Background: an optimization exercise with open tools, aiming at small area. Do not read the settings as production practice. The RTL was checked by simulation tests, not by an equivalence proof against the original design.

job 3326:
==> flow/design.v <==
module encode(
    input  [5:0]  msg_in,
    output [15:0] msg_out
);
    wire [7:0] p = {1'b0, msg_in, 1'b0};
    genvar i;
    generate
        for (i = 0; i < 8; i = i + 1) begin : g
            assign msg_out[2*i] = p[i];
            if (i < 7) begin : g_par
                assign msg_out[2*i+1] = p[i] ^ p[i+1];
            end else begin : g_last
                assign msg_out[2*i+1] = 1'b0;
            end
        end
    endgenerate
endmodule
module decode(
    input  wire s,
    input  wire pend,
    input  wire bq,
    input  wire x,
    input  wire valid,
    output wire a_out,
    output wire s_out
);
    wire s_nx = pend ^ bq ^ x;
    wire flip = valid & s & s_nx;
    assign a_out = pend ^ flip;
    assign s_out = s_nx & ~(valid & s);
endmodule
module transmitter(
    input  wire       clk,
    input  wire       rst,
    input  wire       start,
    input  wire       msg_select,    
    input  wire       baud_select,   
    input  wire [5:0] input_message,
    output reg        tx
);
    parameter CLK_FREQ = 27000000;
    localparam BLK = CLK_FREQ / 2400;         
    localparam NBLK = CLK_FREQ / BLK;         
    reg        act;      
    reg        busy;     
    reg [10:0] p;
    reg [11:0] q;
    localparam [10:0] P_END = 11'b11101011101;
    localparam [10:0] P_MASK = 11'b11110011011;
    wire pw = ~|((p ^ P_END) & P_MASK);
    wire qe = &(q | ~(NBLK - 1));
    always @(posedge clk) begin
        p <= (act & ~pw) ? {p[9:0], ~(p[10] ^ p[8])} : 11'd0;
        q <= (act & ~(pw & qe)) ? q + {11'd0, pw} : 12'd0;
    end
    wire [4:0] r = baud_select ? q[4:0] : q[5:1];
    wire evt = busy & pw & (baud_select | q[0]);
    wire [8:0] u = {2'b00, ~input_message, 1'b0};
    wire [4:0] c = r - 5'd1;
    wire [2:0] s = msg_select ? c[3:1] : r[2:0];
    wire odd = msg_select & c[0];
    wire [3:0] s1 = {1'b0, s} + 4'd1;
    wire dbit = u[s] ^ (odd & u[s1]);
    wire last = msg_select ? (r == 5'd17) : (r == 5'd7);
    wire nxt = dbit | last;
    always @(posedge clk or posedge rst) begin
        if (rst) begin
            act <= 1'b0;
            busy <= 1'b0;
            tx <= 1'b1;
        end else begin
            act <= act ? ~(pw & qe) : start;
            if (busy) begin
                if (evt) begin
                    tx <= nxt;
                    if (last) busy <= 1'b0;
                end
            end else if (start & ~act) begin
                busy <= 1'b1;
            end
        end
    end
endmodule
module receiver(
    input  wire       clk,
    input  wire       rst,
    input  wire       tx,            
    input  wire       msg_select,    
    input  wire       baud_select,   
    output reg  [5:0] output_message
);
    parameter CLK_FREQ = 27000000;
    localparam BLK = CLK_FREQ / 2400;
    reg        busy;
    reg [10:0] p;
    reg        h;        
    reg [4:0]  j;
    reg        pend;     
    reg [4:0]  m;        
    reg        s;        
    reg        bq;       
    localparam [10:0] P_END = 11'b11101011101;
    localparam [10:0] P_MASK = 11'b11110011011;
    localparam [10:0] P_HALF = 11'b01001001001;
    wire pw = ~|((p ^ P_END) & P_MASK);
    wire [4:0] r = j;
    wire evt = busy & pw & (baud_select | ~h) & (r != 5'd0);
    wire last = msg_select ? (r == 5'd17) : (r == 5'd7);
    wire smp = evt & ~last;
    wire sh = smp & (~msg_select | (r[0] & (r <= 5'd13)));
    wire valid = msg_select & (r == 5'd5 | r == 5'd7 | r == 5'd9 | r == 5'd11);
    wire a_fin, s_nx;
    decode u_dec(.s(s), .pend(pend), .bq(bq), .x(tx), .valid(valid),
                 .a_out(a_fin), .s_out(s_nx));
    always @(posedge clk) begin
        p <= (busy & ~pw) ? {p[9:0], ~(p[10] ^ p[8])} : ((~busy & baud_select) ? P_HALF : 11'd0);
        h <= busy & (h ^ (pw & ~baud_select));
        j <= busy ? j + {4'd0, pw & (baud_select | h)} : 5'd0;
        if (sh) begin
            pend <= tx;
            m <= {a_fin, m[4:1]};
            s <= s_nx;
        end
        if (smp & msg_select & ~r[0])
            bq <= tx;
    end
    always @(posedge clk or posedge rst) begin
        if (rst) begin
            busy <= 1'b0;
            output_message <= 6'd0;
        end else if (busy) begin
            if (evt & last) begin
                busy <= 1'b0;
                output_message <= ~{pend, m};
            end
        end else if (~tx) begin
            busy <= 1'b1;
        end
    end
endmodule
module uart_fink_top(
    input  wire       clk,
    input  wire       rst,
    input  wire       tx_start,
    input  wire       tx_msg_select,
    input  wire       tx_baud_select,
    input  wire [5:0] tx_message,
    output wire       tx,
    input  wire       rx,
    input  wire       rx_msg_select,
    input  wire       rx_baud_select,
    output wire [5:0] rx_message
);
    localparam CLK_FREQ = 2700000;
    transmitter #(.CLK_FREQ(CLK_FREQ)) u_tx(
        .clk(clk),
        .rst(rst),
        .start(tx_start),
        .msg_select(tx_msg_select),
        .baud_select(tx_baud_select),
        .input_message(tx_message),
        .tx(tx)
    );
    receiver #(.CLK_FREQ(CLK_FREQ)) u_rx(
        .clk(clk),
        .rst(rst),
        .tx(rx),
        .msg_select(rx_msg_select),
        .baud_select(rx_baud_select),
        .output_message(rx_message)
    );
endmodule
==> flow/config.mk <==
export PLATFORM = sky130hd
export DESIGN_NAME = uart_fink_top
export DESIGN_NICKNAME = uart_fink_top
export VERILOG_FILES = /design/flow/design.v
export SDC_FILE = /design/flow/constraint.sdc
export NUM_CORES = 4
export LEC_CHECK = 0
export CAP_MARGIN = 20
export CORE_MARGIN = 2
export CORE_UTILIZATION = 40
export PLACE_DENSITY = 0.6
export SLEW_MARGIN = 20
==> flow/constraint.sdc <==
create_clock -name core_clock -period 10.0 [get_ports {clk}]
set_input_delay 2.0000 -clock core_clock [delete_from_list [all_inputs] [get_ports {clk}]]
set_output_delay 2.0000 -clock core_clock [all_outputs]
set_load 0.01 [all_outputs]
standard.sh (not shown) runs the stock make flow with config.mk's settings and CLKGATE_MAP_FILE= SYNTH_SCRIPT=/design/flow/synth_recipe.tcl, a recipe that flattens the netlist after the stock synthesis.
==> flow/flow/run.sh <==
#!/bin/bash
# Own layout flow: the standard ORFS flow (standard.sh) with these changes
# to how the layout is made:
#  - after the standard synthesis, the logic between the flip-flops is mapped
#    again for area (reabc.tcl); the flip-flops stay exactly as synthesised;
#  - port buffers are sky130_fd_sc_hd__buf_1 (the default picks a 10 um2 delay cell);
#  - CTS builds its usual H-tree from clkbuf_4 cells, without dummy load cells;
#  - after floorplan, cells are swapped to their smallest drive strength.
# Every tool's output goes to a log file of its own in the work folder.
set -euo pipefail
here=$(cd "$(dirname "${BASH_SOURCE[0]}")" && pwd)
res=$PWD/orfs/results/sky130hd/uart_fink_top/base

bash standard.sh synth > flow_synth.log 2>&1

cp "$res/1_2_yosys.v" "$res/1_2_yosys_standard.v"
LIB_FILE=$FLOW_HOME/platforms/sky130hd/lib/sky130_fd_sc_hd__tt_025C_1v80.lib \
REABC_IN="$res/1_2_yosys_standard.v" REABC_OUT="$res/1_2_yosys.v" \
REABC_SCRIPT="$here/abc_area.script" \
  yosys -c "$here/reabc.tcl" > flow_reabc.log 2>&1

export BUFFER_PORTS_ARGS="-buffer_cell sky130_fd_sc_hd__buf_1"
export CTS_ARGS="-sink_clustering_enable -repair_clock_nets -buf_list sky130_fd_sc_hd__clkbuf_4 -dont_use_dummy_load"
export POST_FLOORPLAN_TCL="$here/downsize.tcl"
bash standard.sh > flow_layout.log 2>&1
Other scripts of this flow, unchanged in this note and not shown: flow/flow/abc_area.script, flow/flow/downsize.tcl, flow/flow/reabc.tcl
#### Input delta (job 3915 over job 3326)
--- a/flow/design.v
+++ b/flow/design.v
@@ -56,12 +56,10 @@
     wire [4:0] r = baud_select ? q[4:0] : q[5:1];
     wire evt = busy & pw & (baud_select | q[0]);
-    wire [8:0] u = {2'b00, ~input_message, 1'b0};
+    wire [15:0] coded;
+    encode u_enc(.msg_in(~input_message), .msg_out(coded));
     wire [4:0] c = r - 5'd1;
-    wire [2:0] s = msg_select ? c[3:1] : r[2:0];
-    wire odd = msg_select & c[0];
-    wire [3:0] s1 = {1'b0, s} + 4'd1;
-    wire dbit = u[s] ^ (odd & u[s1]);
     wire last = msg_select ? (r == 5'd17) : (r == 5'd7);
-    wire nxt = dbit | last;
+    wire dbit = msg_select ? coded[c[3:0]] : (~input_message[c[2:0]]);
+    wire nxt = (r == 5'd0) ? 1'b0 : (last ? 1'b1 : dbit);
     always @(posedge clk or posedge rst) begin
         if (rst) begin
==> comparison <==
- Job 3915 against job 3326: global-route usage up 1.0 points; worst max-slew margin expressed relative to the limit down 5.2 points; number of signal-net buffers in the layout up 5.0%; H-tree depth reported by CTS flat.
- | worst hold-check slack | job 3915 vs job 3326 | ≈ equal |
- Job 3915 vs. job 3326: summed area of non-filler cells in the final layout grew by about 1.3%, synthesized cell count saw a decrease, combined area of all synthesized cells rose 19 um^2, utilization moved up.

port drivers added, routing unchanged:
The results above use ideal ports. As a check the final layouts listed here were re-extracted and re-timed, cells and wires unchanged.
Step 1 assumes that a clkbuf_16 drives the clock port and a buf_2 every other input.
Step 2 adds t to the input delays and takes it off the output delays; t is the mean of the earliest and latest rising clock arrival at the registers after step 1. Input paths then give back, and output paths get back, about the clock's delay inside the block.
Slacks: ideal / step 1 / step 2; pairs: ideal / step 1.
run | shift t [ns] | setup slack, ns | hold slack, ns | pins driven straight from the clock port
job 3326 | 0.393 | 6.347 / 6.347 / 5.954 | 0.421 / 0.421 / 0.421 | 1
job 3915 | 0.388 | 5.511 / 5.501 / 5.113 | 0.423 / 0.423 / 0.423 | 1
After both steps setup and hold are still met in every run listed. For job 3915, which loses most, drivers alone change the setup slack by -0.010 ns; drivers and shift together by -0.398 ns.
